Background: an optimization exercise with open tools, aiming at small area. Do not read the settings as production practice. Function was checked by simulation only, so behaviour that the tests miss may differ from the original. Power figures rest on the tool's default switching activity, not on a simulated workload.

<file path="design/flow/config.mk">
export PLATFORM = sky130hd
export DESIGN_NAME = Top
export DESIGN_NICKNAME = Top
export VERILOG_FILES = /design/flow/design.v
export SDC_FILE = /design/flow/constraint.sdc
export NUM_CORES = 4
export LEC_CHECK = 0
export CAP_MARGIN = 20
export CORE_MARGIN = 2
export CORE_UTILIZATION = 40
export SLEW_MARGIN = 20
</file>
<file path="design/flow/design.v">
`timescale 1ns / 1ps
module Top(
    input CLK,RST,BTNC,BTNU,BTNL,BTNR,BTND,
    input [15:0] SW,
    output [15:0] LED,
    output [7:0] SSEG_CA,
    output [7:0] SSEG_AN
    );
    reg [20:0] Counter;
    wire Tick  = Counter[1] & Counter[0];
    wire Flash = Counter[6];
    wire Slide = Counter[9];
    wire Slow  = Counter[10];
    wire [2:0] Point = Counter[4:2];
    reg [20:1] Rc;
    wire [3:0] R0 = {Rc[2],Rc[4],Rc[7],Rc[3]};
    wire [3:0] R1 = {Rc[6],Rc[7],Rc[19],Rc[1]};
    wire [3:0] R2 = {Rc[5],Rc[9],Rc[13],Rc[20]};
    wire [3:0] R3 = {Rc[8],Rc[11],Rc[16],Rc[12]};
    always @(posedge CLK) begin
        if (RST) begin
            Counter <= 21'd0;
        end else begin
            Counter <= Counter + 21'd1;
        end
    end
    always @(posedge CLK) begin
            if (BTNC)
                {Rc[20],Rc[19],Rc[16],Rc[13],Rc[12],Rc[11],Rc[9:1]} <=
                {Counter[20],Counter[19],Counter[16],Counter[13],Counter[12],Counter[11],Counter[9:1]};
    end
    localparam [3:0] S_IDLE = 4'd0,  S_ANIM = 4'd1,  S_ANS  = 4'd2,  S_GUESS = 4'd3,
                     S_BAD  = 4'd4,  S_GOOD = 4'd5,  S_SL1  = 4'd6,  S_SL0   = 4'd7,
                     S_NEXT = 4'd8,  S_WIN1 = 4'd9,  S_WIN2 = 4'd10, S_LOSE1 = 4'd11,
                     S_LOSE2 = 4'd12, S_STUCK = 4'd13;
    reg [3:0] State;
    reg [4:0] P0, P1, P2, P3, P4, P5, P6, P7;
    reg [2:0] Off;
    reg [3:0] Value;
    reg [2:0] iG;       
    reg [1:0] iD;
    reg [4:0] Score;
    reg [2:0] Check_win;
    reg flag, you_lost;
    reg Lx, Ly, Lz;    
    reg [3:0] Vsw;
    integer k;
    always @(*) begin
        Vsw = Value;
        for (k = 0; k < 16; k = k + 1)
            if (SW[k]) Vsw = k[3:0];
    end
    reg [3:0] Rsel;
    always @(*) begin
        case (iD)
            2'd0: Rsel = R0;
            2'd1: Rsel = R1;
            2'd2: Rsel = R2;
            default: Rsel = R3;
        endcase
    end
    wire guess = BTND & Slow;
    wire [2:0] iG1 = iG + 3'd1;
    always @(posedge CLK) begin
        if (RST) begin
            State <= S_IDLE;
            P0 <= 5'd0;
            Off <= 3'd0;
            Value <= 4'd0;
            Score <= 5'b10001;
            Check_win <= 3'd0;
            flag <= 1'b0;
            {Lx,Ly,Lz} <= 3'b000;
        end else if (Tick) begin
            Off <= (State == S_ANIM) ? {~iG[2], iG[1:0]} : 3'd0;
            case (State)
            S_IDLE: begin
                you_lost <= 1'b0;
                {P0,P1,P2,P3,P4,P5,P6,P7} <= 40'd0;
                iG <= 3'd0;
                iD <= 2'd0;
                if (BTNC) State <= S_ANIM;
            end
            S_ANIM: begin
                P0 <= {1'b1,R0}; P1 <= {1'b1,R1}; P2 <= {1'b1,R2}; P3 <= {1'b1,R3};
                {P4,P5,P6,P7} <= 20'd0;
                if (Flash == iG[0]) begin
                    iG <= iG1;
                    if (iG == 3'd7) State <= S_ANS;
                end
            end
            S_ANS: begin
                if (BTNR) begin
                    P0 <= {1'b1,R0}; P1 <= {1'b1,R1}; P2 <= {1'b1,R2}; P3 <= {1'b1,R3};
                end else
                    {P0,P1,P2,P3} <= 20'd0;
                {P4,P5,P6,P7} <= 20'd0;
                if (!Flash) begin
                    iG <= 3'd0;
                    iD <= 2'd3;
                    State <= S_GUESS;
                end
            end
            S_GUESS: begin
                flag <= 1'b1;
                if (guess) begin
                    Value <= Vsw;
                    if (Vsw != Rsel) begin
                        case (iG[1:0])
                            2'd0: P7 <= {1'b1,Vsw};
                            2'd1: P6 <= {1'b1,Vsw};
                            2'd2: P5 <= {1'b1,Vsw};
                            default: P4 <= {1'b1,Vsw};
                        endcase
                        {Lx,Ly,Lz} <= (Vsw > Rsel) ? 3'b001 : 3'b010;
                        State <= S_BAD;
                    end else begin
                        {Lx,Ly,Lz} <= 3'b111;
                        State <= S_GOOD;
                    end
                end
            end
            S_BAD: begin
                if (!Slow && !BTND) begin
                    iG <= iG1;
                    State <= (iG == 3'd3) ? S_LOSE1 : S_GUESS;
                end
            end
            S_GOOD: begin
                if (!Slide) State <= S_SL1;
            end
            S_SL1, S_SL0: begin
                if (Slide == (State == S_SL1)) begin
                    {Lx,Ly,Lz} <= 3'b000;
                    iG <= iG1;
                    State <= (iG1 == {1'b1,~iD}) ? S_NEXT : (State == S_SL1) ? S_SL0 : S_SL1;
                end
            end
            S_NEXT: begin
                if (!Slide) begin
                    {P4,P5,P6,P7} <= 20'd0;
                    case (iD)
                        2'd0: P0 <= {1'b1,Value};
                        2'd1: P1 <= {1'b1,Value};
                        2'd2: P2 <= {1'b1,Value};
                        default: P3 <= {1'b1,Value};
                    endcase
                    iD <= iD - 2'd1;
                    iG <= 3'd0;
                    if (iD == 2'd0) begin
                        State <= S_WIN1;
                        Score <= Score + 5'd1;
                    end else
                        State <= S_GUESS;
                end
            end
            S_WIN1: begin
                if (flag) begin
                    Check_win <= Check_win + 3'd1;
                    flag <= 1'b0;
                end
                if (Slow) begin
                    {Lx,Ly,Lz} <= 3'b110;
                    P0 <= {1'b1,R0}; P1 <= {1'b1,R1}; P2 <= {1'b1,R2}; P3 <= {1'b1,R3};
                    P6 <= Score;
                    P5 <= 5'b10000;
                    P4 <= 5'b10000;
                    if (Score == 5'b10110) begin
                        State <= S_IDLE;
                        Score <= 5'b10000;
                    end else
                        State <= BTNC ? S_ANIM : S_WIN2;
                end else if (BTNC)
                    State <= S_IDLE;
            end
            S_WIN2: begin
                if (!Slow) begin
                    {Lx,Ly,Lz} <= 3'b000;
                    {P0,P1,P2,P3,P4,P5,P6,P7} <= 40'd0;
                    State <= BTNC ? S_STUCK : S_WIN1;
                end else if (BTNC)
                    State <= S_IDLE;
            end
            S_LOSE1: begin
                if (flag) begin
                    if (Check_win == 3'd0)
                        you_lost <= 1'b1;
                    else begin
                        Check_win <= Check_win - 3'd1;
                        flag <= 1'b0;
                    end
                end
                if (Check_win <= 3'd5) Score <= {2'b10,Check_win};
                if (Slow) begin
                    State <= you_lost ? S_IDLE : S_LOSE2;
                    P7 <= 5'b11111;
                    P6 <= 5'b10000;
                    P5 <= 5'b10000;
                    P4 <= 5'b10000;
                    P0 <= {1'b1,R0}; P1 <= {1'b1,R1}; P2 <= {1'b1,R2}; P3 <= {1'b1,R3};
                end else if (BTNC)
                    State <= S_IDLE;
            end
            S_LOSE2: begin
                if (!Slow) {P4,P5,P6,P7} <= 20'd0;
                if (BTNC) State <= S_IDLE;
                else if (!Slow) State <= S_LOSE1;
            end
            default: begin
                {Lx,Ly,Lz} <= 3'b100;
            end
            endcase
        end
    end
    wire L15 = Lz, L0 = Ly, Lhi = Lx & Lz, Lodd = Lx, Leven = Lx & Ly;
    assign LED = {L15, Lhi,Lhi,Lhi,Lhi,Lhi,Lhi,Lhi,
                  Lodd,Leven,Lodd,Leven,Lodd,Leven,Lodd, L0};
    wire [3:0] q = {1'b0,Point} + {Off[2],Off};
    reg [4:0] Cell;
    always @(*) begin
        case (q[2:0])
            3'd0: Cell = P0;
            3'd1: Cell = P1;
            3'd2: Cell = P2;
            3'd3: Cell = P3;
            3'd4: Cell = P4;
            3'd5: Cell = P5;
            3'd6: Cell = P6;
            default: Cell = P7;
        endcase
        if (q[3]) Cell = 5'd0;
    end
    wire ovl = (State == S_GOOD || State == S_SL1 || State == S_SL0 || State == S_NEXT) && (Point == ~iG);
    wire [4:0] Disp = ovl ? {1'b1,Value} : Cell;
    assign SSEG_AN = Disp[4] ? ~(8'b00000001 << Point) : 8'hFF;
    reg [6:0] Seg;
    always @(*) begin
        case (Disp[3:0])
            4'h0: Seg = 7'b0111111;
            4'h1: Seg = 7'b0000110;
            4'h2: Seg = 7'b1011011;
            4'h3: Seg = 7'b1001111;
            4'h4: Seg = 7'b1100110;
            4'h5: Seg = 7'b1101101;
            4'h6: Seg = 7'b1111101;
            4'h7: Seg = 7'b0000111;
            4'h8: Seg = 7'b1111111;
            4'h9: Seg = 7'b1100111;
            4'hA: Seg = 7'b1110111;
            4'hB: Seg = 7'b1111100;
            4'hC: Seg = 7'b0111001;
            4'hD: Seg = 7'b1011110;
            4'hE: Seg = 7'b1111001;
            default: Seg = 7'b1110001;
        endcase
    end
    assign SSEG_CA = {1'b1, ~Seg};
endmodule
</file>
<file path="design/flow/run.sh">
#!/bin/bash
# synth_recipe.tcl (not shown) runs the flow's synth.tcl, then flattens the netlist and writes it again
# the make line also repeats each setting of config.mk as NAME=value (left out here)
make -C /OpenROAD-flow-scripts/flow DESIGN_CONFIG=/design/flow/config.mk WORK_HOME=/design/flow/orfs CLKGATE_MAP_FILE= SYNTH_SCRIPT=/design/flow/synth_recipe.tcl finish
</file>
<file path="design/flow/constraint.sdc">
create_clock -name core_clock -period 10.0 [get_ports {CLK}]
set_input_delay 2.0000 -clock core_clock [delete_from_list [all_inputs] [get_ports {CLK}]]
set_output_delay 2.0000 -clock core_clock [all_outputs]
set_load 0.01 [all_outputs]
</file>
==> impl_metrics.yaml, run 1 <==
floorplan:
  coreArea_um2: 15800
  dieArea_um2: 17100
  rows: 46
  ioPinCount: 55
  die_w_um: 131
  initial_utilization: 0.407
  die_h_um: 131
yosys:
  synth_top_area_frac: 0.261
  ys_ff_latch: 105
  synthTopCellsByArea: "edfxtp_1 (26%), dfxtp_1 (15%), ha_1 (5.2%), nand2_1 (5.2%), nor2_1 (5.0%)"
  synthesis.nets: 783
  yosys_warnings: 1
  async_flop_share: 0
  synth_common_cells: "nand2_1 (90), nor2_1 (85), edfxtp_1 (56)"
  yosysMostFrequentCell: "nand2_1"
  synth.avg_cell_area_um2: 8.81
  syn_area_um2: 6440
  synth_edf_count: 56
  netlist_instances: 731
  synth_cell_types: 67
  yosysTopAreaCell: "edfxtp_1"
  ys_seq_area_frac: 0.413
  synth_flop_cell: "edfxtp_1"
power:
  power.internal_uw: 665
  peakVddDrop_v: 0.0000787
  power_frac_comb: 0.085
  p_total_uw: 873
  clock_power_share: 0.382
  p_leak_uw: 0.00276
  swShare: 0.238
  power_frac_seq: 0.534
  p_switching_uw: 208
  powerDensity_nw_per_um2: 121
sta:
  hold_viol: 0
  fin_ws_ns: 3.10
  setup_tns_ns: 0
  clock-skew-final_ns: 0.00975
  setup_viol: 0
  slew_viol_final: 0
  worstMarginPinSlew_ns: 1.08
  clock.fmax_mhz: 145
  min_period_ns: 6.90
  rsz0062_at_grt: "false"
  period_share: 0.690
  relSlewSlack: 0.277
setup_path:
  r2r_setup_slack_ns: 6.18
  cp_max_fo: 23
  cp_data_required_time_ns: 8.00
  crit_arrival_ns: 4.90
  critical_path_class: "register to output port"
  critPathLaunchType: "register"
  end_kind: "output port"
route:
  drt_iter0_drc: 383
  dr_wl_met2_um: 7360
  wl_met3_um: 851
  ant_nets: 0
  route.vias.total: 5296
  wl_per_cell_um: 16.8
  viasPerCell: 5.49
  firstDrtPassIters: 5
  wl_met1_um: 7720
  top_layer_used: "met4"
  drc_errors: 0
  finalWirelength_um: 16200
layout:
  area_growth_pct: 12.3
  diodes: 0
  design_area_um2: 7240
  fill_cells: 1528
  nNetsFinal: 795
  drive_gt1_frac: 0.0588
  final_util: 0.457
cts:
  post-cts-setup-buffers: 0
  cts_root_buffer: "clkbuf_16"
  cts_hold_buf: 0
  cts-resized-gates: 0
  cts.sinks: 105
  clockBufferDepth: 2
  cts.reportedPaths.clkPinSlew_ns: 0.07
  cts_buffers: 9
  clk_latency_ns: 0.36
  cts_tree: "built"
  htree_levels: 3
run:
  cap_violations: 0
status:
  status: "complete, no violations"
grt:
  grt_pass1_wl_um: 25900
  antenna_found_initial: 0
  grt-ovfl-total: 0
  grt_max_degree: 53
  grt_usage: 0.197
  grt_pass1_vias: 4892
placement:
  place_area_um2: 6960
  numPortBuffers: 51
  dp_hpwl_um: 11900
  globalplace.congestion: 0.915
  preCtsSetupSlack_ns: 3.48
min_path:
  hold_path_class: "register to register"
[final cells by class]
cell class	count	area (um^2)	share of cell area
multi-input cells	539	3360	0.465
repair buffers	57	551	0.0761
clock buffers	11	243	0.0335
well taps	216	270	0.0373
flip-flops and latches	105	2660	0.368
clock inverters	5	30.0	0.00415
inverters	31	116	0.0161
[layer usage]
metal / vias to the layer above / global-route usage
met5: - / 0
met4: 0 / 0.0645
met3: 18 / 0.0330
met2: 158 / 0.310
met1: 2519 / 0.279
li1: 2601 / -
[metrics by stage]
step / hold WS (ns) / cells
floorplan: 0.406 / 731
global placement: 0.423 / 948
detailed placement: 0.435 / 948
CTS: 0.447 / 964
global route: 0.470 / 964
finish: 0.440 / 964
[cells in the final DEF (no fill, tap or decap), types with 4 or more instances in the layout]
cell,instances
a21boi_0,4
a222oi_1,4
nand3_1,30
a21oi_1,39
ha_1,27
o31ai_1,4
o21a_1,6
nor4_1,4
nand4_1,6
nand2b_1,14
clkbuf_16,9
o22ai_1,8
xnor2_1,14
and2_1,7
dfxtp_1,49
nand2_1,90
nor2_1,85
edfxtp_1,56
clkdlybuf4s50_1,50
mux2i_1,10
a31oi_1,5
and3_1,12
a22oi_1,12
nor3b_1,4
buf_4,6
nor2b_1,13
o211ai_1,8
a211oi_1,9
inv_1,31
xor2_1,19
o21ai_0,32
or2_2,7
and4_1,4
o21bai_1,4
nor3_1,13
[cells by family (layout without fill, tap and decap cells)]
kind of cell	after synthesis	count (layout)	synth area share
AND/OR/NAND/NOR	303	303	0.226
AO/OA/AOI/OAI	158	158	0.164
flip-flops	105	105	0.413
buffers and inverters	87	104	0.0647
XOR/XNOR	33	33	0.0449
adder cells (fa/ha/maj)	29	29	0.0586
multiplexers	15	15	0.0278
other	1	1	0.000582
[power groups by stage]
stage          logic, uW  clock network, uW  registers (uW)
6_report            73.8                333             466
5_1_grt             81.1                358             467
4_1_cts             73.3                339             466
3_5_place_dp        72.8                  0             476
3_3_place_gp        71.3                  0             476
2_1_floorplan       48.1                  0             471
[worst max-delay path: stages, from the launching register on]
cell and delay, ns:
dfxtp_1 0.60, inv_1 0.22, fa_1 1.15, mux2i_1 0.16
o21ai_0 0.27, a22oi_1 0.14, o31ai_1 0.50, inv_1 0.16
ha_1 0.38, and3_1 0.18, o311a_1 0.29, clkdlybuf4s50_1 0.48
[sequential cells by signal, summed over array words and instances, names as in the netlist, 5 cells and up]
| signal | count |
|---|---|
| Counter | 21 |
| P0 | 5 |
| P1 | 5 |
| P2 | 5 |
| P3 | 5 |
| P4 | 5 |
| P5 | 5 |
| P6 | 5 |
| P7 | 5 |
| Rc | 15 |
| Score | 5 |
[worst paths after layout]
path,endpoint,cells past startpoint,startpoint
worst min-delay path,Counter[0]$_SDFF_PP0_,1,Counter[0]$_SDFF_PP0_
worst min register to register,Counter[0]$_SDFF_PP0_,1,Counter[0]$_SDFF_PP0_
worst max register to register,P7[1]$_DFFE_PP_,13,Value[0]$_SDFFE_PP0P_
worst max-delay path,SSEG_CA[3],11,Counter[3]$_SDFF_PP0_
==> inputs of run 2 (changes only) <==
--- a/design/flow/design.v
+++ b/design/flow/design.v
@@ -35,5 +35,7 @@
                      S_LOSE2 = 4'd12, S_STUCK = 4'd13;
     reg [3:0] State;
-    reg [4:0] P0, P1, P2, P3, P4, P5, P6, P7;
+    reg [3:0] P0, P1, P2, P3;    
+    reg LV;                      
+    reg [4:0] P4, P5, P6, P7;
     reg [2:0] Off;
     reg [3:0] Value;
@@ -65,6 +67,5 @@
         if (RST) begin
             State <= S_IDLE;
-            P0 <= 5'd0;
-            Off <= 3'd0;
+            Off <= 3'd4;     
             Value <= 4'd0;
             Score <= 5'b10001;
@@ -77,11 +78,12 @@
             S_IDLE: begin
                 you_lost <= 1'b0;
-                {P0,P1,P2,P3,P4,P5,P6,P7} <= 40'd0;
+                {P0,P1,P2,P3} <= 16'd0; LV <= 1'b0;
+                    {P4,P5,P6,P7} <= 20'd0;
                 iG <= 3'd0;
-                iD <= 2'd0;
+                iD <= 2'd3;
                 if (BTNC) State <= S_ANIM;
             end
             S_ANIM: begin
-                P0 <= {1'b1,R0}; P1 <= {1'b1,R1}; P2 <= {1'b1,R2}; P3 <= {1'b1,R3};
+                P0 <= R0; P1 <= R1; P2 <= R2; P3 <= R3; LV <= 1'b1;
                 {P4,P5,P6,P7} <= 20'd0;
                 if (Flash == iG[0]) begin
@@ -92,7 +94,7 @@
             S_ANS: begin
                 if (BTNR) begin
-                    P0 <= {1'b1,R0}; P1 <= {1'b1,R1}; P2 <= {1'b1,R2}; P3 <= {1'b1,R3};
+                    P0 <= R0; P1 <= R1; P2 <= R2; P3 <= R3; LV <= 1'b1;
                 end else
-                    {P0,P1,P2,P3} <= 20'd0;
+                    begin {P0,P1,P2,P3} <= 16'd0; LV <= 1'b0; end
                 {P4,P5,P6,P7} <= 20'd0;
                 if (!Flash) begin
@@ -141,12 +143,13 @@
                     {P4,P5,P6,P7} <= 20'd0;
                     case (iD)
-                        2'd0: P0 <= {1'b1,Value};
-                        2'd1: P1 <= {1'b1,Value};
-                        2'd2: P2 <= {1'b1,Value};
-                        default: P3 <= {1'b1,Value};
+                        2'd0: P0 <= Value;
+                        2'd1: P1 <= Value;
+                        2'd2: P2 <= Value;
+                        default: P3 <= Value;
                     endcase
                     iD <= iD - 2'd1;
                     iG <= 3'd0;
                     if (iD == 2'd0) begin
+                        LV <= 1'b1;
                         State <= S_WIN1;
                         Score <= Score + 5'd1;
@@ -162,5 +165,5 @@
                 if (Slow) begin
                     {Lx,Ly,Lz} <= 3'b110;
-                    P0 <= {1'b1,R0}; P1 <= {1'b1,R1}; P2 <= {1'b1,R2}; P3 <= {1'b1,R3};
+                    P0 <= R0; P1 <= R1; P2 <= R2; P3 <= R3; LV <= 1'b1;
                     P6 <= Score;
                     P5 <= 5'b10000;
@@ -177,5 +180,6 @@
                 if (!Slow) begin
                     {Lx,Ly,Lz} <= 3'b000;
-                    {P0,P1,P2,P3,P4,P5,P6,P7} <= 40'd0;
+                    {P0,P1,P2,P3} <= 16'd0; LV <= 1'b0;
+                    {P4,P5,P6,P7} <= 20'd0;
                     State <= BTNC ? S_STUCK : S_WIN1;
                 end else if (BTNC)
@@ -198,5 +202,5 @@
                     P5 <= 5'b10000;
                     P4 <= 5'b10000;
-                    P0 <= {1'b1,R0}; P1 <= {1'b1,R1}; P2 <= {1'b1,R2}; P3 <= {1'b1,R3};
+                    P0 <= R0; P1 <= R1; P2 <= R2; P3 <= R3; LV <= 1'b1;
                 end else if (BTNC)
                     State <= S_IDLE;
@@ -220,8 +224,8 @@
     always @(*) begin
         case (q[2:0])
-            3'd0: Cell = P0;
-            3'd1: Cell = P1;
-            3'd2: Cell = P2;
-            3'd3: Cell = P3;
+            3'd0: Cell = {LV, P0};
+            3'd1: Cell = {LV | (iD == 2'd0), P1};
+            3'd2: Cell = {LV | ~iD[1], P2};
+            3'd3: Cell = {LV | (iD != 2'd3), P3};
             3'd4: Cell = P4;
             3'd5: Cell = P5;
--- a/design/flow/config.mk
+++ b/design/flow/config.mk
@@ -9,3 +9,6 @@
 export CORE_MARGIN = 2
 export CORE_UTILIZATION = 40
+export CTS_BUF_LIST = sky130_fd_sc_hd__clkbuf_8
+export CTS_CLUSTER_DIAMETER = 100
+export CTS_CLUSTER_SIZE = 30
 export SLEW_MARGIN = 20
==> impl_metrics.yaml, run 2 <==
setup_path:
  cp_data_required_time_ns: 8.00
  crit_start: "Counter[2]$_SDFF_PP0_"
  cp_cell_sequence: "ha_1, inv_1, fa_1, mux4_2, mux2_2, a22oi_1, inv_1, ha_1, nor2_1, a211oi_2, a211oi_2, clkdlybuf4s50_1"
  r2r_start: "Value[1]$_SDFFE_PP0P_"
  critPathLaunchType: "register"
  cpLargestDelayFamily: "adder cells"
  critPathSlowestCell: "fa_1"
  r2r_cells: 12
  cp_max_fo: 23
  timing.rr.end: "P6[1]$_DFFE_PP_"
  critical_path_class: "register to output port"
  end_kind: "output port"
  r2r_setup_slack_ns: 6.25
  cpPeakStageDelay_ns: 1.03
  crit_arrival_ns: 5.12
  crit_buf_inv: 3
yosys:
  synth_flop_cell: "edfxtp_1"
  synth_cell_types: 76
  netlist_instances: 718
  synth_common_cells: "nand2_1 (84), nor2_1 (84), edfxtp_1 (58)"
  synthesis.nets: 771
  ys_ff_latch: 102
  syn_area_um2: 6370
  synth.avg_cell_area_um2: 8.87
  async_flop_share: 0
  synth_top_area_frac: 0.273
  yosysTopAreaCell: "edfxtp_1"
  yosys_warnings: 1
  synthTopCellsByArea: "edfxtp_1 (27%), dfxtp_1 (14%), ha_1 (5.5%), nand2_1 (4.9%), nor2_1 (4.9%)"
  ys_seq_area_frac: 0.412
  synth_edf_count: 58
layout:
  fill_cells: 1514
  area_growth_pct: 12.2
  top_register: "Counter"
  drive_gt1_frac: 0.0626
  nNetsFinal: 783
  largest_reg_flops: 21
  diodes: 0
  layout_common_cells: "nand2_1 (84), nor2_1 (84), edfxtp_1 (58)"
  fin_cells: 951
  final_util: 0.455
sta:
  hold_viol: 0
  fin_ws_ns: 2.88
  rsz0062_at_grt: "false"
  clock-skew-final_ns: 0.0153
  setup_tns_ns: 0
  clock.fmax_mhz: 140
  min_period_ns: 7.12
  setup_viol: 0
  worstMarginPinSlew_ns: 0.938
  relSlewSlack: 0.373
  period_share: 0.712
  slew_viol_final: 0
grt:
  grt_pass1_vias: 4913
  grt-ovfl-total: 0
  grt_busiest_layer: "met2"
  use_met3: 0.0275
  grt_use_met1: 0.258
  grt_pass1_wl_um: 25700
  grt_usage: 0.196
  antenna_found_initial: 0
  use_met2: 0.329
  grt_max_degree: 47
cts:
  htree_levels: 3
  cts.sinks: 102
  cts_root_buffer: "clkbuf_8"
  cts_buffers: 9
  post-cts-setup-buffers: 0
  clockBufferDepth: 2
  clk_latency_ns: 0.40
  cts_tree: "built"
  cts.reportedPaths.clkPinSlew_ns: 0.12
  cts-resized-gates: 0
  cts_hold_buf: 0
min_path:
  holdPathStages: 2
  holdCritStartpoint: "Off[0]$_SDFFE_PP0P_"
  hold_path_class: "register to register"
  min_to: "Off[0]$_SDFFE_PP0P_"
power:
  peakVddDrop_v: 0.0000615
  p_leak_uw: 0.00263
  p_total_uw: 831
  powerDensity_nw_per_um2: 116
route:
  finalWirelength_um: 16100
  ant_nets: 0
  drc_errors: 0
  route.vias.total: 5259
  viasPerCell: 5.53
  wl_per_cell_um: 16.9
  firstDrtPassIters: 5
  drt_iter0_drc: 404
floorplan:
  die_w_um: 130
  ioPinCount: 55
  rows: 46
  initial_utilization: 0.405
  die_h_um: 130
  coreArea_um2: 15700
  dieArea_um2: 16900
placement:
  dp_cells: 935
  preCtsSetupSlack_ns: 3.36
  dp_hpwl_um: 12000
  numPortBuffers: 51
  globalplace.congestion: 0.875
status:
  status: "complete, no violations"
run:
  cap_violations: 0
run 2: metrics by stage:
stage / cell area, um^2 / hold WS [ns]
6_report: 7150 / 0.475
2_1_floorplan: 6370 / 0.406
4_1_cts: 7140 / 0.477
3_5_place_dp: 6920 / 0.460
3_3_place_gp: 6920 / 0.454
5_1_grt: 7150 / 0.504
run 2: area by class of cell:
| class | count | area [um^2] | share of cell area |
|---|---|---|---|
| multi-input combinational | 526 | 3340 | 0.467 |
| sequential | 102 | 2620 | 0.367 |
| timing repair buffer | 60 | 578 | 0.0809 |
| tap | 216 | 270 | 0.0378 |
| clock buffer | 9 | 124 | 0.0173 |
| inverter | 31 | 116 | 0.0163 |
| clock inverter | 7 | 97.6 | 0.0137 |
run 2: cell families (layout without fill, tap and decap cells):
kind of cell / after synthesis / in the layout / synth area share
mux: 14 / 14 / 0.0279
compound gates: 161 / 161 / 0.170
other cells: 1 / 1 / 0.000589
flops: 102 / 102 / 0.412
fa+ha+maj: 30 / 30 / 0.0613
buf+inv: 90 / 107 / 0.0666
simple gates: 292 / 292 / 0.223
xor+xnor: 28 / 28 / 0.0397
run 2: worst reg2reg max path, delay by kind of cell, from the launching register on:
kind	cells	cell delay (ns)
and+or+nand+nor	4	1.58
AOI/OAI and AO/OA	5	0.86
DFF	1	0.38
adders and majority gates	1	0.34
buffers and inverters	2	0.23
run 2: worst max-delay path by stage:
stage,cells after the start,endpoint
2_1_floorplan,13,SSEG_CA[3]
3_3_place_gp,12,SSEG_CA[3]
3_5_place_dp,12,SSEG_CA[3]
4_1_cts,12,SSEG_CA[3]
5_1_grt,12,SSEG_CA[3]
6_report,12,SSEG_CA[3]
run 2: metal layers:
layer	wire, um	share of wire	vias to the layer above
met3	726	0.045	19
met5	0	0	-
met4	265	0.016	0
li1	-	-	2567
met1	7290	0.45	2532
met2	7800	0.48	141
run 2: power by group:
part           internal, uW  leakage (uW)  switching, uW
clock                   124      0.000112            167
combinational          36.0       0.00162           49.2
sequential              449      0.000900           6.15
==> inputs of run 3 (changes only) <==
--- a/design/flow/config.mk
+++ b/design/flow/config.mk
@@ -9,6 +9,3 @@
 export CORE_MARGIN = 2
 export CORE_UTILIZATION = 40
-export CTS_BUF_LIST = sky130_fd_sc_hd__clkbuf_8
-export CTS_CLUSTER_DIAMETER = 100
-export CTS_CLUSTER_SIZE = 30
 export SLEW_MARGIN = 20
==> impl_metrics.yaml, run 3 <==
setup_path:
  critPathSlowestCell: "fa_1"
  critical_path_class: "register to output port"
  cp_data_required_time_ns: 8.00
  crit_buf_inv: 3
  crit_arrival_ns: 5.07
  cpPeakStageDelay_ns: 1.02
  critPathLaunchType: "register"
  cpLargestDelayFamily: "adder cells"
  end_kind: "output port"
  cp_max_fo: 23
  cp_cell_sequence: "ha_1, inv_1, fa_1, mux4_2, mux2_2, a22oi_1, inv_1, ha_1, nor2_1, a211oi_2, a211oi_2, clkdlybuf4s50_1"
power:
  power_frac_comb: 0.093
  swShare: 0.258
  power.internal_uw: 677
  p_total_uw: 912
  clock_power_share: 0.408
  power_frac_seq: 0.498
  powerDensity_nw_per_um2: 126
  p_switching_uw: 235
  p_leak_uw: 0.00268
  peakVddDrop_v: 0.0000882
yosys:
  synth_top_area_frac: 0.273
  syn_area_um2: 6370
  yosysTopAreaCell: "edfxtp_1"
  synth_cell_types: 76
  ys_seq_area_frac: 0.412
  synth_common_cells: "nand2_1 (84), nor2_1 (84), edfxtp_1 (58)"
  synthTopCellsByArea: "edfxtp_1 (27%), dfxtp_1 (14%), ha_1 (5.5%), nand2_1 (4.9%), nor2_1 (4.9%)"
  async_flop_share: 0
  netlist_instances: 718
  synth.avg_cell_area_um2: 8.87
  ys_ff_latch: 102
  synth_flop_cell: "edfxtp_1"
  yosys_warnings: 1
  synth_edf_count: 58
  synthesis.nets: 771
sta:
  hold_viol: 0
  clock-skew-final_ns: 0.00984
  relSlewSlack: 0.376
  min_period_ns: 7.07
  setup_viol: 0
  fin_ws_ns: 2.93
  worstMarginPinSlew_ns: 0.934
  rsz0062_at_grt: "false"
  slew_viol_final: 0
  setup_tns_ns: 0
  clock.fmax_mhz: 142
  period_share: 0.707
cts:
  cts_hold_buf: 0
  post-cts-setup-buffers: 0
  clk_latency_ns: 0.36
  cts_buffers: 9
  cts.reportedPaths.clkPinSlew_ns: 0.08
  cts_tree: "built"
  cts_root_buffer: "clkbuf_16"
  cts.sinks: 102
  cts-resized-gates: 0
  clockBufferDepth: 2
  htree_levels: 3
layout:
  largest_reg_flops: 21
  diodes: 0
  drive_gt1_frac: 0.0626
  area_growth_pct: 13.7
  layout_common_cells: "nand2_1 (84), nor2_1 (84), edfxtp_1 (58)"
  top_register: "Counter"
  fill_cells: 1501
  nNetsFinal: 783
floorplan:
  coreArea_um2: 15700
  die_w_um: 130
  die_h_um: 130
  dieArea_um2: 16900
  rows: 46
  initial_utilization: 0.405
  ioPinCount: 55
route:
  drt_iter0_drc: 412
  route.vias.total: 5291
  viasPerCell: 5.56
  firstDrtPassIters: 5
  wl_per_cell_um: 17.1
  drc_errors: 0
  finalWirelength_um: 16200
  ant_nets: 0
grt:
  grt_max_degree: 47
  antenna_found_initial: 0
  grt_usage: 0.198
  grt_pass1_vias: 4940
  grt-ovfl-total: 0
  grt_pass1_wl_um: 25900
placement:
  globalplace.congestion: 0.875
  dp_hpwl_um: 12000
  preCtsSetupSlack_ns: 3.36
  numPortBuffers: 51
run:
  cap_violations: 0
min_path:
  hold_path_class: "register to register"
status:
  status: "complete, no violations"
## run 3: cell counts after synthesis
No cell type changed its count.
## run 3: cells by family after synthesis
group	Yosys count	synth area share
fa+ha+maj	30	0.0613
mux	14	0.0279
flops	102	0.412
other cells	1	0.000589
simple gates	292	0.223
buf+inv	90	0.0666
compound gates	161	0.170
xor+xnor	28	0.0397
## run 3: metal layers
layer  vias to the layer above  share of wire  GRT usage
met2                       155           0.48      0.333
met3                        25          0.054     0.0385
met4                         0          0.015     0.0607
li1                       2577              -          -
met5                         -              0          0
met1                      2534           0.45      0.259
## run 3: through the flow
stage | instance area [um^2] | utilization | std cells | hold slack, ns
global placement | 6920 | 0.440 | 935 | 0.454
CTS | 7240 | 0.461 | 951 | 0.472
finish | 7240 | 0.461 | 951 | 0.470
global route | 7240 | 0.461 | 951 | 0.498
detailed placement | 6920 | 0.440 | 935 | 0.460
floorplan | 6370 | - | 718 | 0.406
## run 3: worst reg2reg max path, cell delays in order (launching register included)
cell	delay, ns
dfxtp_1	0.37
a211oi_1	0.21
nor3_1	0.07
o31ai_1	0.21
a211oi_1	0.11
nor3_1	0.57
inv_1	0.12
ha_1	0.33
nand4_1	0.25
inv_1	0.11
a31oi_1	0.19
o211ai_1	0.14
nor4_2	0.68
## run 3: final cells by class
type / count / area, um^2 / area share
repair buffers: 60 / 578 / 0.0798
clock buffers: 10 / 250 / 0.0345
clock inverters: 6 / 67.6 / 0.00933
well taps: 216 / 270 / 0.0373
inverters: 31 / 116 / 0.0161
flip-flops and latches: 102 / 2620 / 0.362
multi-input cells: 526 / 3340 / 0.461
## run 3: worst paths after layout
check	startpoint	endpoint	slack [ns]	cells after the start
worst max-delay path	Counter[2]$_SDFF_PP0_	SSEG_CA[3]	2.93	12
worst min-delay path	Off[0]$_SDFFE_PP0P_	Off[0]$_SDFFE_PP0P_	0.47	2
worst max register to register	Value[1]$_SDFFE_PP0P_	P6[1]$_DFFE_PP_	6.28	12
worst min register to register	Off[0]$_SDFFE_PP0P_	Off[0]$_SDFFE_PP0P_	0.47	2
## run 3: power by group through the flow
| stage | combinational [uW] | sequential (uW) | clock, uW |
|---|---|---|---|
| after floorplan | 56.4 | 461 | 0 |
| after global placement | 83.3 | 464 | 0 |
| after detailed placement | 84.7 | 464 | 0 |
| after CTS | 85.1 | 455 | 379 |
| after global routing | 94.8 | 456 | 394 |
| final | 85.2 | 455 | 373 |
==> inputs of run 4 (changes only) <==
==> design/flow/flow/run.sh (new file) <==
#!/bin/bash
# Own layout flow: the standard synthesis, then the combinational logic
# between the (untouched) registers is re-mapped by ABC for area, then the
# standard ORFS layout from floorplan on, with 1x buffers on the ports.
# Each tool's output goes to a log file in this folder.
set -euo pipefail
W=$(pwd)
R=$W/orfs/results/$FLOW_PLATFORM/Top/base
LIB=$FLOW_HOME/platforms/$FLOW_PLATFORM/lib/sky130_fd_sc_hd__tt_025C_1v80.lib

# 1. standard synthesis
bash standard.sh synth > $W/run_synth.log 2>&1

# 2. re-map the logic between registers; registers and tie cells are kept as
#    black boxes, so their names and cell types stay as synthesis gave them
cp $R/1_2_yosys.v $W/std_netlist.v
DONTUSE=$(grep -oE "sky130_fd_sc_hd__(lpflow|probe)[a-z0-9_]*" $LIB | sort -u | sed 's/^/-dont_use /' | tr '\n' ' ')
KEEP=$(grep -oE "sky130_fd_sc_hd__(e?dfx|e?dfr|e?dfs|sdf|dl|conb)[a-z0-9_]*" $W/std_netlist.v | sort -u | tr '\n' ' ')
cat > $W/resyn.ys <<YS
read_liberty -ignore_miss_func $LIB
blackbox $KEEP
read_verilog $W/std_netlist.v
hierarchy -check -top $FLOW_TOP
flatten
opt -full
abc -liberty $LIB -script $W/flow/area.abc $DONTUSE
opt_clean -purge
stat -liberty $LIB
write_verilog -noattr -nohex -nodec $W/resyn_netlist.v
YS
yosys -s $W/resyn.ys > $W/run_resyn.log 2>&1

# 3. prove the re-mapped netlist equal to the standard one
cat > $W/equiv.ys <<YS
read_liberty -ignore_miss_func $LIB
read_verilog $W/std_netlist.v
rename $FLOW_TOP gold
read_verilog $W/resyn_netlist.v
rename $FLOW_TOP gate
hierarchy -check
flatten
opt_clean
equiv_make gold gate eq
hierarchy -top eq
equiv_simple -seq 2
equiv_status -assert
YS
if yosys -s $W/equiv.ys > $W/run_equiv.log 2>&1 &&
   [ "$(grep -c 'dfxtp\|edfxtp' $W/std_netlist.v)" = "$(grep -c 'dfxtp\|edfxtp' $W/resyn_netlist.v)" ]; then
  cp $W/resyn_netlist.v $R/1_2_yosys.v
  rm -f $R/1_synth.odb
else
  echo "re-mapped netlist not proven equal; using the standard netlist" >> $W/run_equiv.log
fi

# 4. layout from the netlist, 1x buffers on the ports
export BUFFER_PORTS_ARGS="-buffer_cell sky130_fd_sc_hd__buf_1"
bash standard.sh > $W/run_layout.log 2>&1
==> design/flow/flow/area.abc (new file) <==
strash
&get -n
&fraig -x
&put
scorr
dc2
strash
&get -n
&deepsyn -T 60
&put
strash
&get -n
&dch -f
&nf -R 1000
&put
strash
&get -n
&dch -f
&nf -R 1000
&put
strash
&get -n
&dch -f
&nf -R 1000
&put
strash
&get -n
&dch -f
&nf -R 1000
&put
strash
&get -n
&dch -f
&nf -R 1000
&put
==> design/flow/standard.sh (new file) <==
#!/bin/bash
# synth_recipe.tcl (not shown) runs the flow's synth.tcl, then flattens the netlist and writes it again
# the make line also repeats each setting of config.mk as NAME=value (left out here)
make -C /OpenROAD-flow-scripts/flow DESIGN_CONFIG=/design/flow/config.mk WORK_HOME=/design/flow/orfs CLKGATE_MAP_FILE= SYNTH_SCRIPT=/design/flow/synth_recipe.tcl "${@:-finish}"
--- a/design/flow/config.mk
+++ b/design/flow/config.mk
@@ -9,3 +9,5 @@
 export CORE_MARGIN = 2
 export CORE_UTILIZATION = 40
+export CTS_BUF_LIST = sky130_fd_sc_hd__clkbuf_8
+export GPL_TIMING_DRIVEN = 0
 export SLEW_MARGIN = 20
removed: design/flow/run.sh
==> impl_metrics.yaml, run 4 <==
cts:
  cts.reportedPaths.clkPinSlew_ns: 0.09
  post-cts-setup-buffers: 0
  cts_root_buffer: "clkbuf_8"
  cts_hold_buf: 0
  htree_levels: 3
  clockBufferDepth: 2
  cts_buffers: 9
  cts-resized-gates: 0
  clk_latency_ns: 0.37
  cts.sinks: 102
  cts_tree: "built"
floorplan:
  ioPinCount: 55
  initial_utilization: 0.405
  die_w_um: 116
  die_h_um: 116
  rows: 41
  coreArea_um2: 12500
  dieArea_um2: 13500
setup_path:
  cp_data_required_time_ns: 8.00
  cp_max_fo: 22
  cp_cell_sequence: "or2_0, nor3b_2, a21oi_1, nor3_1, o21ai_0, or2_0, nand2_1, o21ai_0, nand2_1, nand4_1, o21ai_0, buf_1"
  end_kind: "output port"
  cpMostUsedCell: "o21ai_0"
  critical_path_class: "register to output port"
  r2r_setup_slack_ns: 6.28
  crit_arrival_ns: 4.73
  critPathLaunchType: "register"
  cpLargestDelayFamily: "simple AND/OR/NAND/NOR gates"
  cpPeakStageDelay_ns: 0.83
  crit_buf_inv: 1
  critPathSlowestCell: "nor3_1"
grt:
  grt_use_met1: 0.287
  use_met2: 0.317
  grt_busiest_layer: "met2"
  grt_pass1_vias: 3991
  grt_usage: 0.204
  use_met3: 0.0358
  grt_max_degree: 33
  antenna_found_initial: 0
  grt-ovfl-total: 0
  grt_pass1_wl_um: 20900
status:
  status: "complete, no violations"
layout:
  largest_reg_flops: 21
  top_register: "Counter"
  nNetsFinal: 645
  layout_common_cells: "nand2_1 (95), nor2_1 (69), edfxtp_1 (58)"
  diodes: 0
  fill_cells: 1232
  drive_gt1_frac: 0.0303
  design_area_um2: 5650
  final_common_cell: "nand2_1"
  area_growth_pct: 12.1
route:
  drt_iter0_drc: 316
  wl_per_cell_um: 16.8
  firstDrtPassIters: 5
  route.vias.total: 4456
  finalWirelength_um: 13400
  viasPerCell: 5.58
  drc_errors: 0
  ant_nets: 0
yosys:
  yosys_warnings: 1
  synth.avg_cell_area_um2: 9.02
  syn_area_um2: 5040
  netlist_instances: 559
  synthesis.nets: 582
placement:
  place_area_um2: 5480
  dp_hpwl_um: 9950
  globalplace.congestion: 0.923
  numPortBuffers: 51
sta:
  worstMarginPinSlew_ns: 0.974
  setup_viol: 0
  rsz0062_at_grt: "false"
  clock.fmax_mhz: 149
  period_share: 0.673
  slew_viol_final: 0
  setup_tns_ns: 0
  min_period_ns: 6.73
  clock-skew-final_ns: 0.0105
  hold_viol: 0
  relSlewSlack: 0.346
power:
  powerDensity_nw_per_um2: 130
  peakVddDrop_v: 0.0000618
  p_leak_uw: 0.00202
min_path:
  hold_path_class: "register to register"
run:
  cap_violations: 0
[run 4: cell count changes in the layout (fill, tap and decap cells not counted), moves of 11 or more]
cell / change
and2_0: +14
buf_1: +49
clkdlybuf4s50_1: -51
clkinv_1: +13
ha_1: -28
inv_1: -28
nand2_1: +11
nand3_1: -12
nor2_1: -15
nor3_1: +18
o22ai_1: +16
xor2_1: -16
[run 4: power breakdown]
group          internal (uW)  switching (uW)  total (uW)
logic                   14.1            28.5        42.6
clock network           96.6             143         239
registers                446            5.81         452
[run 4: worst register-to-register path: cells and delay by family, from the launching register on]
family / cells / cell delay, ns
flip-flops: 1 / 0.85
AND/OR/NAND/NOR: 5 / 1.19
AO/OA/AOI/OAI: 7 / 1.56
[run 4: path summary, 6_finish.rpt]
path                         startpoint                    end  cells after the start
setup / recovery  State[1]$_SDFFE_PP0P_             SSEG_CA[1]                     12
hold / removal    Counter[0]$_SDFF_PP0_  Counter[0]$_SDFF_PP0_                      1
setup reg to reg  State[1]$_SDFFE_PP0P_  State[1]$_SDFFE_PP0P_                     12
hold reg to reg   Counter[0]$_SDFF_PP0_  Counter[0]$_SDFF_PP0_                      1
[run 4: layout make-up]
class / instances / area (um^2) / area share
clock buffers: 10 / 138 / 0.0243
clock inverters: 6 / 37.5 / 0.00664
inverters: 13 / 48.8 / 0.00863
multi-input cells: 444 / 2380 / 0.421
flip-flops and latches: 102 / 2620 / 0.464
well taps: 172 / 215 / 0.0381
repair buffers: 52 / 214 / 0.0378
[run 4: per-layer routing]
layer	part of all wire	wire length, um
met1	0.46	6210
met5	0	0
met3	0.069	923
met4	0.019	255
met2	0.45	6030
[run 4: per-stage QoR]
| stage | power [uW] | std cells | setup WS (ns) | utilization | hold slack (ns) |
|---|---|---|---|---|---|
| detailed placement | 503 | 783 | 3.78 | 0.439 | 0.431 |
| floorplan | 483 | 559 | 4.59 | - | 0.407 |
| global route | 760 | 799 | 2.78 | 0.453 | 0.484 |
| CTS | 739 | 799 | 3.34 | 0.453 | 0.453 |
| global placement | 502 | 782 | 3.38 | 0.437 | 0.419 |
| finish | 734 | 799 | 3.27 | 0.453 | 0.448 |
==> inputs of run 5 (changes only) <==
==> design/flow/flow/area.abc (replaced) <==
strash
&get -n
&fraig -x
&put
scorr
dc2
strash
&get -n
&dch -f
&nf -R 1000
&put
--- a/design/flow/config.mk
+++ b/design/flow/config.mk
@@ -10,4 +10,5 @@
 export CORE_UTILIZATION = 40
 export CTS_BUF_LIST = sky130_fd_sc_hd__clkbuf_8
-export GPL_TIMING_DRIVEN = 0
+export CTS_CLUSTER_DIAMETER = 100
+export CTS_CLUSTER_SIZE = 30
 export SLEW_MARGIN = 20
==> impl_metrics.yaml, run 5 <==
layout:
  area_growth_pct: 11.9
  final_util: 0.458
  diodes: 0
  drive_gt1_frac: 0.0388
  largest_reg_flops: 21
  layout_common_cells: "nand2_1 (109), nor2_1 (84), edfxtp_1 (58)"
  final_common_cell: "nand2_1"
  nNetsFinal: 713
  top_register: "Counter"
grt:
  antenna_found_initial: 0
  grt_usage: 0.213
  grt_max_degree: 48
  grt-ovfl-total: 0
  grt_pass1_wl_um: 23900
  grt_pass1_vias: 4582
setup_path:
  cpPeakStageDelay_ns: 0.73
  critPathLaunchType: "register"
  crit_buf_inv: 4
  cpLargestDelayFamily: "simple AND/OR/NAND/NOR gates"
  cp_cell_sequence: "clkinv_1, nand2_1, nor2_1, buf_4, a21oi_1, nor4_1, buf_4, nand2b_1, o21ai_0, nor2b_1, mux2i_1, o21ai_0, buf_1"
  cp_max_fo: 17
  crit_arrival_ns: 4.43
  r2r_setup_slack_ns: 6.24
  critical_path_class: "register to output port"
  end_kind: "output port"
  critPathSlowestCell: "dfxtp_1"
  cp_data_required_time_ns: 8.00
yosys:
  syn_area_um2: 5400
  yosys_warnings: 1
  netlist_instances: 620
  synth.avg_cell_area_um2: 8.71
  synthesis.nets: 643
power:
  p_total_uw: 757
  peakVddDrop_v: 0.0000514
  p_leak_uw: 0.00212
  powerDensity_nw_per_um2: 125
cts:
  clk_latency_ns: 0.39
  post-cts-setup-buffers: 0
  cts_buffers: 9
  cts_hold_buf: 0
  cts-resized-gates: 0
  cts_tree: "built"
  cts.sinks: 102
  cts.reportedPaths.clkPinSlew_ns: 0.10
  cts_root_buffer: "clkbuf_8"
  clockBufferDepth: 2
  htree_levels: 3
sta:
  hold_slack_ns: 0.449
  rsz0062_at_grt: "false"
  clock-skew-final_ns: 0.00841
  min_period_ns: 6.43
  setup_viol: 0
  slew_viol_final: 0
  relSlewSlack: 0.330
  worstMarginPinSlew_ns: 0.997
  setup_tns_ns: 0
  fin_ws_ns: 3.57
  clock.fmax_mhz: 156
  period_share: 0.643
  hold_viol: 0
route:
  firstDrtPassIters: 5
  wl_per_cell_um: 16.9
  viasPerCell: 5.75
  route.vias.total: 5005
  ant_nets: 0
  drt_iter0_drc: 417
  finalWirelength_um: 14700
  drc_errors: 0
floorplan:
  die_h_um: 120
  ioPinCount: 55
  dieArea_um2: 14400
  die_w_um: 120
  initial_utilization: 0.410
  coreArea_um2: 13200
  rows: 42
placement:
  preCtsSetupSlack_ns: 4.09
  globalplace.congestion: 0.914
  numPortBuffers: 51
  dp_hpwl_um: 10900
status:
  status: "complete, no violations"
run:
  cap_violations: 0
min_path:
  hold_path_class: "register to register"
run 5: per-stage QoR:
step           area, um^2  cells
2_1_floorplan        5400    620
3_3_place_gp         5870    855
3_5_place_dp         5880    855
4_1_cts              6040    871
5_1_grt              6040    871
6_report             6040    871
run 5: worst register-to-register path, delay by kind of cell (launching register included):
kind / cells / cell delay (ns)
and+or+nand+nor: 12 / 1.13
AOI/OAI and AO/OA: 5 / 1.78
DFF: 1 / 0.47
run 5: area by class of cell:
class / count / area (um^2)
Clock buffer: 9 / 124
Inverter: 12 / 45.0
Tap cell: 176 / 220
Clock inverter: 7 / 40.0
Fill cell: 1296 / 7150
Timing Repair Buffer: 59 / 253
Multi-Input combinational cell: 506 / 2740
Sequential cell: 102 / 2620
run 5: power by group:
| part | total, uW | internal (uW) | switching, uW |
|---|---|---|---|
| Clock | 234 | 88.8 | 145 |
| Combinational | 66.8 | 23.2 | 43.6 |
| Sequential | 456 | 448 | 8.30 |
run 5: path summary, 6_finish.rpt:
path | startpoint | to | cells after the start
max | State[2]$_SDFFE_PP0P_ | SSEG_CA[1] | 13
min | Counter[0]$_SDFF_PP0_ | Counter[0]$_SDFF_PP0_ | 1
max reg2reg | Value[0]$_SDFFE_PP0P_ | P4[3]$_DFFE_PP_ | 17
min reg2reg | Counter[0]$_SDFF_PP0_ | Counter[0]$_SDFF_PP0_ | 1
run 5: metal layers:
metal / wire (um) / vias up / track usage / part of all wire
met3: 792 / 31 / 0.0274 / 0.054
met1: 6700 / 2346 / 0.298 / 0.45
met2: 6740 / 183 / 0.324 / 0.46
met4: 515 / 0 / 0.107 / 0.035
met5: 0 / - / 0 / 0
li1: - / 2445 / - / -
==> inputs of run 6 (changes only) <==
--- a/design/flow/design.v
+++ b/design/flow/design.v
@@ -31,4 +31,5 @@
     end
     localparam [3:0] S_IDLE = 4'd0,  S_ANIM = 4'd1,  S_ANS  = 4'd2,  S_GUESS = 4'd3,
+                     S_ANIM0 = 4'd14, S_ANS0 = 4'd15,
                      S_BAD  = 4'd4,  S_GOOD = 4'd5,  S_SL1  = 4'd6,  S_SL0   = 4'd7,
                      S_NEXT = 4'd8,  S_WIN1 = 4'd9,  S_WIN2 = 4'd10, S_LOSE1 = 4'd11,
@@ -38,5 +39,4 @@
     reg LV;                      
     reg [4:0] P4, P5, P6, P7;
-    reg [2:0] Off;
     reg [3:0] Value;
     reg [2:0] iG;       
@@ -64,8 +64,11 @@
     wire guess = BTND & Slow;
     wire [2:0] iG1 = iG + 3'd1;
+    wire Flash_last = Counter[6] ^ (Counter[5:2] == 4'd0);
+    wire [2:0] iGa = (State == S_ANIM && Flash_last == iG[0]) ? iG1 : iG;
     always @(posedge CLK) begin
         if (RST) begin
             State <= S_IDLE;
-            Off <= 3'd4;     
+            P0 <= 4'd0;
+            LV <= 1'b0;
             Value <= 4'd0;
             Score <= 5'b10001;
@@ -74,5 +77,4 @@
             {Lx,Ly,Lz} <= 3'b000;
         end else if (Tick) begin
-            Off <= (State == S_ANIM) ? {~iG[2], iG[1:0]} : 3'd0;
             case (State)
             S_IDLE: begin
@@ -82,15 +84,13 @@
                 iG <= 3'd0;
                 iD <= 2'd3;
-                if (BTNC) State <= S_ANIM;
-            end
-            S_ANIM: begin
+                if (BTNC) State <= S_ANIM0;
+            end
+            S_ANIM0, S_ANIM: begin
                 P0 <= R0; P1 <= R1; P2 <= R2; P3 <= R3; LV <= 1'b1;
                 {P4,P5,P6,P7} <= 20'd0;
-                if (Flash == iG[0]) begin
-                    iG <= iG1;
-                    if (iG == 3'd7) State <= S_ANS;
-                end
-            end
-            S_ANS: begin
+                iG <= iGa;
+                State <= (Flash == iGa[0] && iGa == 3'd7) ? S_ANS0 : S_ANIM;
+            end
+            S_ANS0, S_ANS: begin
                 if (BTNR) begin
                     P0 <= R0; P1 <= R1; P2 <= R2; P3 <= R3; LV <= 1'b1;
@@ -98,4 +98,5 @@
                     begin {P0,P1,P2,P3} <= 16'd0; LV <= 1'b0; end
                 {P4,P5,P6,P7} <= 20'd0;
+                State <= S_ANS;
                 if (!Flash) begin
                     iG <= 3'd0;
@@ -173,5 +174,5 @@
                         Score <= 5'b10000;
                     end else
-                        State <= BTNC ? S_ANIM : S_WIN2;
+                        State <= BTNC ? S_ANIM0 : S_WIN2;
                 end else if (BTNC)
                     State <= S_IDLE;
@@ -220,4 +221,5 @@
     assign LED = {L15, Lhi,Lhi,Lhi,Lhi,Lhi,Lhi,Lhi,
                   Lodd,Leven,Lodd,Leven,Lodd,Leven,Lodd, L0};
+    wire [2:0] Off = (State == S_ANIM || State == S_ANS0) ? {~iG[2], iG[1:0]} : 3'd0;
     wire [3:0] q = {1'b0,Point} + {Off[2],Off};
     reg [4:0] Cell;
==> design/flow/flow/area.abc (replaced) <==
strash
&get -n
&fraig -x
&put
scorr
dc2
strash
&get -n
&deepsyn -T 60
&put
strash
&get -n
&dch -f
&nf -R 1000
&put
strash
&get -n
&dch -f
&nf -R 1000
&put
strash
&get -n
&dch -f
&nf -R 1000
&put
strash
&get -n
&dch -f
&nf -R 1000
&put
strash
&get -n
&dch -f
&nf -R 1000
&put
--- a/design/flow/config.mk
+++ b/design/flow/config.mk
@@ -10,5 +10,4 @@
 export CORE_UTILIZATION = 40
 export CTS_BUF_LIST = sky130_fd_sc_hd__clkbuf_8
-export CTS_CLUSTER_DIAMETER = 100
-export CTS_CLUSTER_SIZE = 30
+export GPL_TIMING_DRIVEN = 0
 export SLEW_MARGIN = 20
==> impl_metrics.yaml, run 6 <==
cts:
  cts_tree: "built"
  cts_hold_buf: 0
  cts_buffers: 9
  post-cts-setup-buffers: 0
  cts-resized-gates: 0
  cts.sinks: 99
  htree_levels: 3
  clockBufferDepth: 2
  cts_root_buffer: "clkbuf_8"
  cts.reportedPaths.clkPinSlew_ns: 0.09
  clk_latency_ns: 0.37
yosys:
  synthesis.nets: 587
  synth.avg_cell_area_um2: 8.93
  netlist_instances: 564
  yosys_warnings: 1
  syn_area_um2: 5040
power:
  powerDensity_nw_per_um2: 135
  peakVddDrop_v: 0.0000727
  p_leak_uw: 0.00200
sta:
  clock.fmax_mhz: 131
  min_period_ns: 7.66
  worstMarginPinSlew_ns: 0.987
  hold_viol: 0
  relSlewSlack: 0.342
  rsz0062_at_grt: "false"
  clock-skew-final_ns: 0.00722
  slew_viol_final: 0
  setup_tns_ns: 0
  setup_viol: 0
  period_share: 0.766
route:
  ant_nets: 0
  firstDrtPassIters: 5
  viasPerCell: 5.79
  route.vias.total: 4623
  drc_errors: 0
  finalWirelength_um: 13500
  drt_iter0_drc: 352
  wl_per_cell_um: 16.8
setup_path:
  critPathLaunchType: "register"
  critPathSlowestCell: "and2_0"
  cp_data_required_time_ns: 8.00
  cp_cell_sequence: "nor3_1, and2_0, o221ai_1, nor3_1, nand2b_1, nor2_1, a21oi_1, xnor2_1, o21ai_0, or2_0, nand2_1, nor2_1, nand2_1, o21ai_0, o31ai_1, a21oi_1, buf_1"
  crit_buf_inv: 1
  cpPeakStageDelay_ns: 0.87
  crit_arrival_ns: 5.66
  critical_path_class: "register to output port"
  cpLargestDelayFamily: "simple AND/OR/NAND/NOR gates"
  cp_max_fo: 19
  end_kind: "output port"
min_path:
  hold_path_class: "register to register"
floorplan:
  initial_utilization: 0.414
  dieArea_um2: 13500
  die_w_um: 116
  ioPinCount: 55
  die_h_um: 116
  coreArea_um2: 12200
  rows: 40
run:
  cap_violations: 0
layout:
  seqCellArea_um2: 2510
  top_register: "Counter"
  multi_input_area_um2: 2490
  fill_cells: 1206
  area_growth_pct: 11.7
  diodes: 0
  largest_reg_flops: 21
  nNetsFinal: 649
  final_common_cell: "nand2_1"
  drive_gt1_frac: 0.0269
  layout_common_cells: "nand2_1 (80), nor2_1 (77), edfxtp_1 (53)"
  final_util: 0.463
placement:
  dp_hpwl_um: 10000
  numPortBuffers: 51
  globalplace.congestion: 0.953
grt:
  grt_max_degree: 31
  grt-ovfl-total: 0
  grt_usage: 0.207
  grt_pass1_vias: 4268
  grt_pass1_wl_um: 21600
  antenna_found_initial: 0
status:
  status: "complete, no violations"
## run 6: power by group
| part | total [uW] | switching [uW] | internal (uW) |
|---|---|---|---|
| sequential | 440 | 7.89 | 432 |
| combinational | 76.0 | 51.3 | 24.7 |
| clock | 245 | 140 | 105 |
| total | 761 | 199 | 562 |
## run 6: per-layer routing
layer	vias up	wire length, um	GRT usage
met5	-	0	0
met4	0	192	0.0635
met3	18	891	0.0379
met2	187	6250	0.338
met1	2189	6130	0.283
li1	2229	-	-
## run 6: final timing paths
check / endpoint / from / cells after the start / slack, ns
max: SSEG_CA[5] / State[1]$_SDFFE_PP0P_ / 17 / 2.34
min: LV$_SDFFE_PP0P_ / LV$_SDFFE_PP0P_ / 2 / 0.45
max reg2reg: P6[4]$_DFFE_PP_ / Value[0]$_SDFFE_PP0P_ / 22 / 6.17
min reg2reg: LV$_SDFFE_PP0P_ / LV$_SDFFE_PP0P_ / 2 / 0.45
## run 6: final cells by class
class | count | area share
multi-input combinational | 455 | 0.442
sequential | 99 | 0.446
clock inverter | 5 | 0.00622
inverter | 10 | 0.00667
timing repair buffer | 51 | 0.0342
clock buffer | 11 | 0.0269
tap | 168 | 0.0373
## run 6: tightest hold or removal path, delay by kind of cell, from the launching register on
kind          cells  cell delay (ns)
flops             1             0.32
simple gates      2             0.09
## run 6: stage by stage
stage                     setup slack, ns  power (uW)  hold WS, ns  std cells  area (um^2)
after global placement               3.05         522        0.433        783         5440
after CTS                            2.39         763        0.453        799         5630
after global routing                 1.85         791        0.471        799         5630
final                                2.34         761        0.452        799         5630
after detailed placement             2.84         524        0.440        783         5440
after floorplan                      3.77         496        0.416        564         5040

==> afterwards: timing with drivers on the ports <==
The results above use ideal ports. As a check the final layouts listed here were re-extracted and re-timed, cells and wires unchanged.
Step 1 sets driving cells, clkbuf_16 on the clock port and buf_2 on the other inputs (assumed; they add their load-dependent delay and slew).
Step 2 adds t to the input delays and takes it off the output delays; t is the mean of the earliest and latest rising clock arrival at the registers after step 1. Input paths then give back, and output paths get back, about the clock's delay inside the block.
Slacks: ideal ports / drivers / drivers and shift; pairs: ideal ports / drivers.
run | t (ns) | slack for setup (ns) | worst setup path after step 2
run 1 | 0.391 | 3.101 / 3.062 / 3.453 | register to output
run 2 | 0.429 | 2.877 / 2.844 / 3.273 | register to output
run 3 | 0.399 | 2.935 / 2.896 / 3.295 | register to output
run 4 | 0.402 | 3.270 / 3.237 / 3.639 | register to output
run 5 | 0.416 | 3.574 / 3.540 / 3.956 | register to output
run 6 | 0.400 | 2.340 / 2.307 / 2.707 | register to output
After both steps every run listed still meets setup and hold.
